Source: an optimization exercise on an open RTL-to-GDS flow (aim: a short achievable clock period and few clock cycles). Production flows keep margins and buffers that such runs may drop.
In this exercise RTL edits were held to simulation tests only and were not proved equivalent to the original.
Power figures rest on the tool's default switching activity, not on a simulated workload.

`flow/config.mk`:
```
export PLATFORM = sky130hd
export DESIGN_NAME = CPU
export DESIGN_NICKNAME = CPU
export VERILOG_FILES = /design/flow/design.v
export SDC_FILE = /design/flow/constraint.sdc
export NUM_CORES = 4
export LEC_CHECK = 0
export CAP_MARGIN = 20
export CORE_MARGIN = 2
export CORE_UTILIZATION = 25
export SLEW_MARGIN = 20
```
`flow/constraint.sdc`:
```
create_clock -name core_clock -period 12.5 [get_ports {clk}]
set_input_delay 2.5000 -clock core_clock [delete_from_list [all_inputs] [get_ports {clk}]]
set_output_delay 2.5000 -clock core_clock [all_outputs]
set_load 0.01 [all_outputs]
```
`flow/run.sh`:
```
#!/bin/bash
# synth_recipe.tcl (not shown) runs the flow's synth.tcl, then flattens the netlist and writes it again
# the make line also repeats each setting of config.mk as NAME=value (left out here)
make -C /OpenROAD-flow-scripts/flow DESIGN_CONFIG=/design/flow/config.mk WORK_HOME=/design/flow/orfs CLKGATE_MAP_FILE= SYNTH_SCRIPT=/design/flow/synth_recipe.tcl finish
```
`flow/design.v`:
```
`timescale 1ns / 1ps
module ALU(
    input signed [31:0] op1, op2,
    input [3:0] ALUOp,
    output reg [31:0] ALUResult,
    output reg zero
);
always @(*) begin
    case (ALUOp)
        0: ALUResult = op1 + op2;   
        1: ALUResult = op1 - op2;   
        2: ALUResult = op1 << op2[4:0];   
        3: ALUResult = op1 >> op2[4:0];   
        4: ALUResult = op1 >>> op2[4:0];   
        5: ALUResult = op1 ^ op2;   
        6: ALUResult = op1 | op2;   
        7: ALUResult = op1 & op2;   
        8: ALUResult = (op1 == op2) ? 1 : 0;   
        9: ALUResult = (op1 != op2) ? 1 : 0;   
        10: ALUResult = (op1 < op2) ? 1 : 0;   
        11: ALUResult = (op1 >= op2) ? 1 : 0;   
        12: ALUResult = ($unsigned(op1) < $unsigned(op2)) ? 1 : 0;   
        13: ALUResult = ($unsigned(op1) >= $unsigned(op2)) ? 1 : 0;   
        default: ALUResult = 0;
    endcase
    zero = (ALUResult) ? 0 : 1;
end
endmodule
module ALUControl(
    input [2:0] ALUSrc,
    input [31:0] rs1Data, rs2Data, imm32, pc,
    output reg [31:0] op1, op2
);
always @(*) begin
    case (ALUSrc)
        0: begin   
            op1 = rs1Data;
            op2 = rs2Data;
        end
        1 : begin   
            op1 = rs1Data;
            op2 = imm32;
        end
        2: begin   
            op1 = pc;
            op2 = 4;
        end
        3: begin   
            op1 = 0;
            op2 = imm32;
        end
        4: begin   
            op1 = pc;
            op2 = imm32;
        end
        5: begin   
            op1 = rs1Data;
            op2 = {27'b0, imm32[4:0]};
        end
        default: begin
            op1 = 0;
            op2 = 0;
        end
    endcase
end
endmodule
module Controller(
    input [31:0] inst, addr,
    output reg [3:0] ALUOp,
    output reg [2:0] ALUSrc,
    output reg Branch, MemRead, MemWrite, MemtoReg, RegWrite, ioRead, ioWrite, is_signed
);
parameter R = 7'b0110011, I = 7'b0010011, L = 7'b0000011, S = 7'b0100011, B = 7'b1100011;
parameter J = 7'b1101111, I_jalr = 7'b1100111, U_lui = 7'b0110111, U_auipc = 7'b0010111, I_sys = 7'b1110011;
always @(*) begin   
    case (inst[6:0])
        L, S, I_jalr, J, U_lui, U_auipc: ALUOp = 0;
        B: begin
            case (inst[14:12])
                0: ALUOp = 8;   
                1: ALUOp = 9;   
                4: ALUOp = 10;   
                5: ALUOp = 11;   
                6: ALUOp = 12;   
                7: ALUOp = 13;   
                default: ALUOp = 0;
            endcase
        end
        R, I: begin
            case (inst[14:12])
                0: begin
                    if (inst[6:0] == R && inst[31:25] == 7'h20) ALUOp = 1;   
                    else ALUOp = 0;   
                end
                1: ALUOp = 2;   
                2: ALUOp = 10;   
                3: ALUOp = 12;   
                4: ALUOp = 5;   
                5: begin
                    if (inst[31:25] == 7'h20) ALUOp = 4;   
                    else ALUOp = 3;   
                end
                6: ALUOp = 6;   
                7: ALUOp = 7;   
                default: ALUOp = 0;
            endcase
        end
        default: ALUOp = 0;
    endcase
end
always @(*) begin   
    case (inst[6:0])
        B, J, I_jalr: Branch = 1;
        default: Branch = 0;
    endcase
end
always @(*) begin   
    case (inst[6:0])
        I: begin
            if (inst[14:12] == 1 || inst[14:12] == 5) ALUSrc = 5;   
            else ALUSrc = 1;   
        end
        L, S: ALUSrc = 1;
        J, I_jalr: ALUSrc = 2;
        U_lui: ALUSrc = 3;
        U_auipc: ALUSrc = 4;
        default: ALUSrc = 0;
    endcase
end
always @(*) begin   
    case (inst[6:0])
        L: begin
            MemtoReg = 1;
            if (addr[31:16] == 16'hFFFF) begin
                MemRead = 0;
                ioRead = 1;
            end
            else begin
                MemRead = 1;
                ioRead = 0;
            end
            is_signed = inst[14:12] == 0 || inst[14:12] == 1;   
        end
        default: begin
            MemtoReg = 0;
            MemRead = 0;
            ioRead = 0;
            is_signed = 0;
        end
    endcase
end
always @(*) begin   
    case (inst[6:0])
        R, I, L, J, I_jalr, U_lui, U_auipc: begin
            RegWrite = 1;
            MemWrite = 0;
            ioWrite = 0;
        end
        S: begin
            RegWrite = 0;
            if (addr[31:16] == 16'hFFFF) begin
                MemWrite = 0;
                ioWrite = 1;
            end
            else begin
                MemWrite = 1;
                ioWrite = 0;
            end
        end
        default: begin
            RegWrite = 0;
            MemWrite = 0;
            ioWrite = 0;
        end
    endcase
end
endmodule
module Decoder(
    input clk,
    input rst,
    input regWrite,     
    input [31:0] inst,         
    input [31:0] writeData,    
    output wire [31:0] rs1Data,     
    output wire [31:0] rs2Data,     
    output [31:0] imm32        
);
parameter R = 7'b0110011, I = 7'b0010011, L = 7'b0000011, S = 7'b0100011, B = 7'b1100011;
parameter J = 7'b1101111, I_jalr = 7'b1100111, U_lui = 7'b0110111, U_auipc = 7'b0010111, I_sys = 7'b1110011;
reg [31:0] registers [0:31];   
wire rs1;
assign rs1 = registers[1];  
immGen ig(inst, imm32);
assign rs1Data = registers[inst[19:15]];   
assign rs2Data = registers[inst[24:20]];
integer i;
always @(posedge clk or negedge rst) begin
    if (!rst) begin
        for (i = 0; i < 32; i = i + 1) begin
            registers[i] <= 32'b0;   
        end
    end
    else if (regWrite && (inst[11:7] != 5'b0)) begin
        registers[inst[11:7]] <= writeData;
    end
end
endmodule
module immGen(
    input [31:0] inst,
    output reg [31:0] imm
);
parameter R = 7'b0110011, I = 7'b0010011, L = 7'b0000011, S = 7'b0100011, B = 7'b1100011;
parameter J = 7'b1101111, I_jalr = 7'b1100111, U_lui = 7'b0110111, U_auipc = 7'b0010111, I_sys = 7'b1110011;
always @(*) begin
    case (inst[6:0])
        R: imm = 32'b0;
        I, L, I_jalr, I_sys: imm = { {20{inst[31]}}, inst[31:20] };
        S: imm = { {20{inst[31]}}, inst[31:25], inst[11:7] };
        B: imm = { {20{inst[31]}}, inst[7], inst[30:25], inst[11:8], 1'b0 };
        J: imm = { {12{inst[31]}}, inst[19:12], inst[20], inst[30:21], 1'b0 };
        U_lui, U_auipc: imm = { inst[31:12], 12'b0 };
        default: imm = 32'b0;
    endcase
end
endmodule
module WriteMux(
    input MemtoReg,
    input [31:0] ALUResult,
    input [31:0] dout,
    output reg [31:0] writeData
    );
    always @(*) begin
        if (MemtoReg) begin
            writeData = dout;
        end else begin
            writeData = ALUResult;
        end
    end
endmodule
module IFetch(
    input clk, rst, branch, zero,
    input [31:0] rs1Data, 
    input[31:0] imm32,
    output [13:0] imem_addr,   
    input [31:0] imem_data,    
    output[31:0] inst,
    output reg [31:0] pc,
    output reg [31:0] pcOld
    );
    assign imem_addr = pc[15:2];
    assign inst = imem_data;
    always@ (posedge clk or negedge rst) begin
        if(!rst) begin 
            pcOld <= 32'b0;
            pc<= 32'b0;
        end
        else if(branch & ~zero) begin 
            pcOld <= pc;
            if (inst[6:0] != 7'b1100111) begin  
                pc<=pc+imm32;
            end else begin  
                pc<=rs1Data+imm32;
            end
        end
        else begin  
            pc<=pc+4;
            pcOld <= pc;
        end
    end
endmodule
module MemOrIO(
    input clk, rst,
    input MemRead,   
    input MemWrite,   
    input ioRead,   
    input ioWrite,   
    input is_signed,   
    input [31:0] addr_in,   
    input [7:0] switch_little,   
    input [7:0] switch_big,   
    input button0, button1, button2, button3,
    input [31:0] din,   
    output reg [31:0] dout,   
    output [13:0] dmem_addr,   
    output [31:0] dmem_wdata,   
    output dmem_we,   
    input [31:0] dmem_rdata,   
    output reg [7:0] led_big,   
    output reg [7:0] led_little,   
    output reg [31:0] seg   
);
wire [31:0] MemData;
assign dmem_addr = addr_in[13:0];
assign dmem_wdata = din;
assign dmem_we = MemWrite;
assign MemData = dmem_rdata;
reg [31:0] ioData;   
wire LEDCtrl, SwitchCtrl, ButtonCtrl, SegCtrl;
assign SwitchCtrl = (ioRead && (addr_in == 32'hFFFF0008 || addr_in == 32'hFFFF000C)) ? 1 : 0;
assign LEDCtrl = (ioWrite && (addr_in == 32'hFFFF0000 || addr_in == 32'hFFFF0004)) ? 1 : 0;
assign ButtonCtrl = (ioRead && (addr_in == 32'hFFFF0010 || addr_in == 32'hFFFF0014 || addr_in == 32'hFFFF0018 || addr_in == 32'hFFFF001C)) ? 1 : 0;
assign SegCtrl = (ioWrite && addr_in == 32'hFFFF0020) ? 1 : 0;
always @* begin
    if (MemRead || ioRead)
        dout = (MemRead) ? MemData : ioData;
    else
        dout = 32'h0;
end
always @(*) begin
    case (addr_in)
        32'hFFFF0008:   
            ioData = SwitchCtrl ? is_signed ? {{24{switch_big[7]}}, switch_big} : {24'h0, switch_big} : 32'h0;
        32'hFFFF000C:   
            ioData = SwitchCtrl ? is_signed ? {{24{switch_little[7]}}, switch_little} : {24'h0, switch_little} : 32'h0;
        32'hFFFF0010:   
            ioData = ButtonCtrl ? {31'h0, button0} : 32'h0;
        32'hFFFF0014:   
            ioData = ButtonCtrl ? {31'h0, button1} : 32'h0;
        32'hFFFF0018:   
            ioData = ButtonCtrl ? {31'h0, button2} : 32'h0;
        32'hFFFF001C:   
            ioData = ButtonCtrl ? {31'h0, button3} : 32'h0;
        default: ioData = 32'h0;
    endcase
end
always @(posedge clk or negedge rst) begin
    if (!rst) begin
        led_big <= 8'h0;
        led_little <= 8'h0;
        seg <= 32'h0;
    end
    else begin
        case (addr_in)
            32'hFFFF0000: begin   
                led_big <= LEDCtrl ? din[7:0] : led_big;
                led_little <= led_little;
                seg <= seg;
            end
            32'hFFFF0004: begin   
                led_big <= led_big;
                led_little <= LEDCtrl ? din[7:0] : led_little;
                seg <= seg;
            end
            32'hFFFF0020: begin   
                led_big <= led_big;
                led_little <= led_little;
                seg <= SegCtrl ? din : seg;
            end
            default: begin
                led_big <= led_big;
                led_little <= led_little;
                seg <= seg;
            end
        endcase
    end
end
endmodule
module CPU(
    input clk, rst,
    input [7:0] switch_little,   
    input [7:0] switch_big,   
    input button0, button1, button2, button3,   
    output [13:0] imem_addr,
    input  [31:0] imem_data,
    output [13:0] dmem_addr,
    output [31:0] dmem_wdata,
    output dmem_we,
    input  [31:0] dmem_rdata,
    output [7:0] led_big,   
    output [7:0] led_little,   
    output [31:0] seg   
);
wire [31:0] pc;  
wire [31:0] pcOld;  
wire [31:0] inst;  
wire branch;  
wire [3:0] ALUOp;  
wire [2:0] ALUSrc;  
wire MemRead;  
wire MemWrite;  
wire MemtoReg;  
wire RegWrite;  
wire ioRead;   
wire ioWrite;   
wire is_signed;   
wire [31:0] rs1Data; 
wire [31:0] rs2Data;  
wire [31:0] imm32;  
wire [31:0] op1, op2;  
wire [31:0] ALUResult;  
wire zero;  
wire [31:0] dout;  
wire [31:0] writeData;  
IFetch ife(.clk(clk), .rst(rst), .branch(branch), .zero(zero), .imm32(imm32), .imem_addr(imem_addr), .imem_data(imem_data), .inst(inst), .pc(pc),.pcOld(pcOld),.rs1Data(rs1Data)); 
Controller ctrl(.inst(inst), .addr(ALUResult), .ALUOp(ALUOp), .ALUSrc(ALUSrc), .Branch(branch), .MemRead(MemRead), .MemWrite(MemWrite), .MemtoReg(MemtoReg), .RegWrite(RegWrite), .ioRead(ioRead), .ioWrite(ioWrite), .is_signed(is_signed));
Decoder dc (.clk(clk), .rst(rst), .regWrite(RegWrite), .inst(inst), .writeData(writeData), .imm32(imm32), .rs1Data(rs1Data), .rs2Data(rs2Data)); 
ALUControl ac(.ALUSrc(ALUSrc), .rs1Data(rs1Data), .rs2Data(rs2Data), .imm32(imm32), .pc(pc), .op1(op1), .op2(op2));
ALU alu(.op1(op1), .op2(op2), .ALUOp(ALUOp), .ALUResult(ALUResult), .zero(zero));
MemOrIO m(.clk(clk), .rst(rst), .MemRead(MemRead), .MemWrite(MemWrite), .ioRead(ioRead), .ioWrite(ioWrite), .is_signed(is_signed), .addr_in(ALUResult), .din(rs2Data), .dout(dout), .dmem_addr(dmem_addr), .dmem_wdata(dmem_wdata), .dmem_we(dmem_we), .dmem_rdata(dmem_rdata), .led_big(led_big), .led_little(led_little), .seg(seg), .switch_little(switch_little), .switch_big(switch_big), .button0(button0), .button1(button1), .button2(button2), .button3(button3));
WriteMux wc(.MemtoReg(MemtoReg), .ALUResult(ALUResult), .dout(dout), .writeData(writeData));
endmodule
```
==> results.json <==
{
  "gp_congestion": 1.08,
  "slowest_stage": "a2111oi_0",
  "antenna_left": 0,
  "layout_min_cycle_time_ps": 12310,
  "grt_overflow_total": 0,
  "io_pins": 195,
  "timing.final.crit_share_pct": 98.5,
  "power-per-cell-area_nw_per_um2": 126,
  "yosysMostFrequentCell": "dfrtp_1",
  "setup_viol_count_final": 0,
  "die_h_um": 530,
  "cts_sinks": 1104,
  "cpPeakStageDelay_ps": 720,
  "worstHoldStart": "dc.registers[0][1]",
  "die_w_um": 530,
  "fillers": 28722,
  "synth_ff_type": "dfrtp_1",
  "antenna_found_initial": 65,
  "first_pass_iters": 14,
  "grt_pass1_vias": 75614,
  "skew_ps": 59.5,
  "tns_ps": 0,
  "required_ps": 10000,
  "dieArea_um2": 281000,
  "status": "timing/DRC/antenna clean",
  "rows": 193,
  "via_count": 82293,
  "rsz0062_at_grt": "false",
  "drt-total-wl_mm": 503,
  "fmax_mhz": 81.2,
  "cp.arrival_ps": 9810,
  "grt_pass1_wl_mm": 668,
  "clk_pin_slew_worst_paths_ps": 50,
  "min_path_type": "reg2reg",
  "drive_above_1_share_pct": 20.7,
  "syn_inst": 8129,
  "cts-hold-fix-buffers": 0,
  "ir_worst_vdd_v": 0.000147,
  "numCtsBuffers": 135,
  "setup.worst_path.end_class": "output pin",
  "final_nets": 9122,
  "yosys_warnings": 9,
  "htree_levels": 4,
  "final_area_um2": 90100,
  "syn_area_um2": 69100,
  "wl_per_cell_um": 39.4,
  "cts_tree": "yes",
  "insertion_delay_ps": 890,
  "io_buffers": 194,
  "synth_async_sr_flop_share_pct": 100,
  "hold_violations": 0,
  "floorplan.initialDensity_pct": 25.1,
  "ff_latch_area_um2": 27600,
  "yosysTopAreaCell": "dfrtp_1",
  "area_growth_pct": 30.3,
  "track_usage_pct": 34.5,
  "path_max_fanout": 24,
  "placed_area_um2": 84600,
  "drc": 0,
  "reg2reg_from": "dc.registers[6][1]",
  "crit_path_start_kind": "primary input",
  "ys_types": 100,
  "synth-seq-area-share_pct": 40.0,
  "tightestPinTransition_ps": 1310,
  "cpMostUsedCell": "buf_4",
  "ys_ff_latch": 1104,
  "syn_area_per_cell_um2": 8.50,
  "crit_type": "in2out",
  "synth-edff-count": 0,
  "cts_max_path_buffers": 3,
  "yosysTopAreaCellShare_pct": 40.0,
  "ys_top_cells_by_area": "dfrtp_1, a22oi_1, nor2_1",
  "core_um2": 276000,
  "maxSlewViolCount": 0,
  "clockRootBuffer": "clkbuf_16",
  "dp_hpwl_mm": 364,
  "postSynthNetCount": 8347,
  "ys_top_cells_by_count": "dfrtp_1, nor2_1, a22oi_1",
  "maxSlewHeadroom_pct": 12.2,
  "cap_violations": 0,
  "grt_start_max_net_pins": 162,
  "detail_route.vias_per_cell": 6.44,
  "crit_path_start": "imem_data[16]",
  "multi_input_area_um2": 39200,
  "leakage_nw": 40.3,
  "drtIter0Drc": 14354
}
[path summary, 6_finish.rpt]
check | to | slack [ps] | cells after the start
max | dmem_we | 190 | 29
min | dc.registers[0][1] | 400 | 0
max in group asynchronous | dc.registers[6][11] | 8390 | 3
min in group asynchronous | dc.registers[11][14] | 1670 | 1
max reg2reg | dc.registers[28][18] | 3710 | 34
min reg2reg | dc.registers[0][1] | 400 | 0
[where the power goes]
part / switching, mW / total (mW) / internal, mW / leakage [nW]
registers: 0.311 / 4.12 / 3.81 / 15.1
clock network: 1.87 / 4.31 / 2.44 / 2.33
logic: 1.87 / 2.94 / 1.07 / 22.8
total: 4.05 / 11.4 / 7.31 / 40.3
[sequential cells by signal, indices dropped and copies added, names as in the netlist]
register	cells
dc.registers	1024
ife.pc	32
m.led_big	8
m.led_little	8
m.seg	32
[layout make-up]
type,count,area share (%)
multi-input combinational,6111,43.5
sequential,1104,30.7
timing repair buffer,1449,14.8
tap,3705,5.15
clock buffer,176,4.17
clock inverter,69,1.16
inverter,103,0.431
antenna,57,0.158
[logic make-up after synthesis]
family / share of synthesized area (%)
mux: 3.99
simple gates: 19.3
flops: 40.0
fa+ha+maj: 2.42
xor+xnor: 1.05
buf+inv: 5.38
compound gates: 27.9
[per-stage QoR]
stage / setup slack [ps] / power, mW / utilization, % / std cells / hold WS, ps
2_1_floorplan: 1120 / 5.34 / - / 8129 / 437
3_3_place_gp: -821 / 6.91 / 30.7 / 12453 / 382
3_5_place_dp: -755 / 6.94 / 30.7 / 12454 / 388
4_1_cts: 1.73 / 11.2 / 32.5 / 12711 / 399
5_1_grt: 134 / 11.6 / 32.6 / 12723 / 415
6_report: 189 / 11.4 / 32.7 / 12774 / 396
[worst max-delay path: cells and delay by family]
| family | cells | cell delay (ps) |
|---|---|---|
| AOI/OAI and AO/OA | 9 | 2680 |
| and+or+nand+nor | 10 | 2120 |
| buffers and inverters | 8 | 1840 |
| adders and majority gates | 1 | 370 |
| xor gates and xnor gates | 1 | 180 |
[routing by layer]
layer / routed length (µm) / GRT usage, % / part of all wire, %
met3: 69400 / 13.5 / 14
met2: 199000 / 48.2 / 40
met1: 184000 / 42.0 / 37
met4: 49500 / 27.1 / 9.8
met5: 265 / 0 / 0.053
[cell usage in the layout, fill, tap and decap left out, types with 163 or more instances in the layout]
cell and n:
dfrtp_1 1104, buf_4 1097, nor2_1 892, a22oi_1 826, nand2_1 601, a21oi_1 556
and3_1 387, o21ai_0 360, nand3_1 270, a41oi_1 190, clkdlybuf4s50_1 183, mux2i_1 163
[timing repair]
item,CTS,global route
resized for setup,30,63
setup endpoints to repair,2,2
gates cloned,0,0
buffers inserted,13,6
pin swaps,3,12
Testbench counts, summed over its fixed seeds: cycles 32,817.

-- afterwards: timing with drivers on the ports --
The flow's constraints put no driver on any port. The routed layout listed below was extracted and timed again, unchanged, in two steps.
Step 1 assumes that a clkbuf_16 drives the clock port and a buf_2 every other input.
Step 2 times the ports against the registers' clock, not the clock port: input delays grow and output delays shrink by t, the midpoint of the rising clock arrivals with the driver on.
Three values: no drivers, after step 1, after step 2; two values: the first two.
shift t [ns]: 0.952
slack for setup (ns): 0.189 / 0.096 / 0.096
worst setup path after step 2: input to output
latest minus earliest clock arrival (ns): 0.059 / 0.059
After both steps this run still meets setup and hold. For this run, drivers alone change the setup slack by -0.093 ns; drivers and shift together by -0.093 ns.
